What follows belongs to an exercise in optimizing a design on an open flow for small area; a production flow would make more cautious choices. Function was checked by simulation only, so behaviour that the tests miss may differ from the original.

rev 12:
==> module flagcalc, before the edit <==
module flagcalc(input [15:0] a, input [15:0] b, input sub, output n, output z, output v);
    wire [15:0] bb, bs, s;
    wire [3:0]  nco;
    genvar g;
    generate
        for (g = 0; g < 16; g = g + 1) begin : X
            g_xor2 u(.a(b[g]), .b(sub), .y(bb[g]));
        end
    endgenerate
    nadd16 u_add(.a(a), .b(bb), .cin(sub), .kill(1'b0), .bs(bs), .nco(nco), .s(s));
    wire ovf = (a[15] == bb[15]) & (s[15] != a[15]);
    assign n = ovf ? a[15] : s[15];
    assign z = ~ovf & ~|s;
    assign v = ovf;
endmodule
export LEC_CHECK = 0
export CAP_MARGIN = 20
export CORE_MARGIN = 2
export CORE_UTILIZATION = 60
export SLEW_MARGIN = 20
export SYNTH_HIERARCHICAL = 1
create_clock -name core_clock -period 9.0 [get_ports {clk}]
standard.sh (not shown) runs the stock make flow with config.mk's settings and CLKGATE_MAP_FILE= SYNTH_SCRIPT=/design/flow/synth_recipe.tcl, a recipe that flattens the netlist after the stock synthesis.
==> flow/flow/run.sh <==
#!/bin/bash
# Layout flow: the standard ORFS flow (standard.sh), with the port
# buffers made of the smallest buffer cell and the clock tree built with
# larger sink clusters and without dummy loads.
set -euo pipefail
export BUFFER_PORTS_ARGS="-buffer_cell sky130_fd_sc_hd__buf_1"
export CTS_ARGS="-sink_clustering_enable -repair_clock_nets -sink_clustering_size 25 -sink_clustering_max_diameter 100 -dont_use_dummy_load"
bash standard.sh > orfs_make.log 2>&1
Setup changes, rev 12 to rev 13
--- a/flow/design.v
+++ b/flow/design.v
@@ -276,20 +276,37 @@
     assign allp[0] = 1'b0;
     assign s[3:0] = bs[3:0];
 endmodule
 module flagcalc(input [15:0] a, input [15:0] b, input sub, output n, output z, output v);
-    wire [15:0] bb, bs, s;
-    wire [3:0]  nco;
+    wire [15:0] bb, bs;
+    wire [16:0] rc;
     genvar g;
     generate
-        for (g = 0; g < 16; g = g + 1) begin : X
-            g_xor2 u(.a(b[g]), .b(sub), .y(bb[g]));
+        for (g = 0; g < 16; g = g + 1) begin : F
+            g_xor2 u_x(.a(b[g]), .b(sub), .y(bb[g]));
+            wire ci = (g == 0) ? sub : ((g % 4 == 0) ? 1'b0 : rc[g]);
+            g_fa u(.a(a[g]), .b(bb[g]), .c(ci), .s(bs[g]), .co(rc[g+1]));
         end
     endgenerate
-    nadd16 u_add(.a(a), .b(bb), .cin(sub), .kill(1'b0), .bs(bs), .nco(nco), .s(s));
-    wire ovf = (a[15] == bb[15]) & (s[15] != a[15]);
-    assign n = ovf ? a[15] : s[15];
-    assign z = ~ovf & ~|s;
+    wire [3:0] allp, allz, nz;
+    wire [3:1] c;
+    generate
+        for (g = 0; g < 4; g = g + 1) begin : N
+            assign allp[g] = &bs[4*g+3:4*g];
+            assign allz[g] = ~|bs[4*g+3:4*g];
+        end
+    endgenerate
+    assign c[1] = rc[4];
+    assign c[2] = rc[8]  | (allp[1] & c[1]);
+    assign c[3] = rc[12] | (allp[2] & c[2]);
+    assign nz[0] = allz[0];
+    assign nz[1] = c[1] ? allp[1] : allz[1];
+    assign nz[2] = c[2] ? allp[2] : allz[2];
+    assign nz[3] = c[3] ? allp[3] : allz[3];
+    wire s15 = bs[15] ^ (c[3] & bs[12] & bs[13] & bs[14]);
+    wire ovf = (a[15] == bb[15]) & (s15 != a[15]);
+    assign n = ovf ? a[15] : s15;
+    assign z = ~ovf & (&nz);
     assign v = ovf;
 endmodule
 module pcadd(input [15:0] pc, input [8:0] off, input br, output [15:0] y);
     wire [15:1] ad;
### Flow results
When rev 13 is set beside rev 12, its non-clock buffer count turns out to be 4.7% larger.
Rev 12 -> rev 13: synthesized cell count decreased slightly
Diff rev 12..rev 13 | count of hold buffers inserted by post-cts repair | unchanged
Between rev 13 and rev 12, the via count figures differ only marginally.
NOTE: final area in rev 13 falls short of that of rev 12
Sort rev 12 and rev 13 by maximum fanout encountered on the critical timing path desc -> top: rev 12
Taking rev 12 as the reference, in rev 13 slew at the pin closest to its max-slew limit rose by 5.0 ps, wire length rose by about 0.7%, critical path depth rose by about 10%, maximum frequency from static timing analysis rose by about 1.8%.
Portion of the clock cycle consumed by the worst path in the final layout on rev 13 is down relative to rev 12.
Die: rev 13 smaller than rev 12

## port drivers added, routing unchanged
The flow's constraints put no driver on any port. The routed layouts listed below were extracted and timed again, unchanged, in two steps.
Step 1 (the two cells are an assumption about what drives the block):
set clk [get_ports {clk}]
set_driving_cell -lib_cell sky130_fd_sc_hd__clkbuf_16 $clk
set_driving_cell -lib_cell sky130_fd_sc_hd__buf_2 [delete_from_list [all_inputs] $clk]
Step 2 also shifts input and output timing later by t, the mid clock arrival at the registers, as if the neighbouring blocks saw the same clock.
a / b / c = ideal ports / drivers / drivers and shift; a / b = the first two.
run | t (ns) | setup WS [ns] | worst slew at a driven data input, ns
rev 12 | 0.573 | 1.242 / 1.242 / 1.242 | 0.04
rev 13 | 0.562 | 1.380 / 1.380 / 1.380 | 0.06
After both steps setup and hold are still met in every run listed.
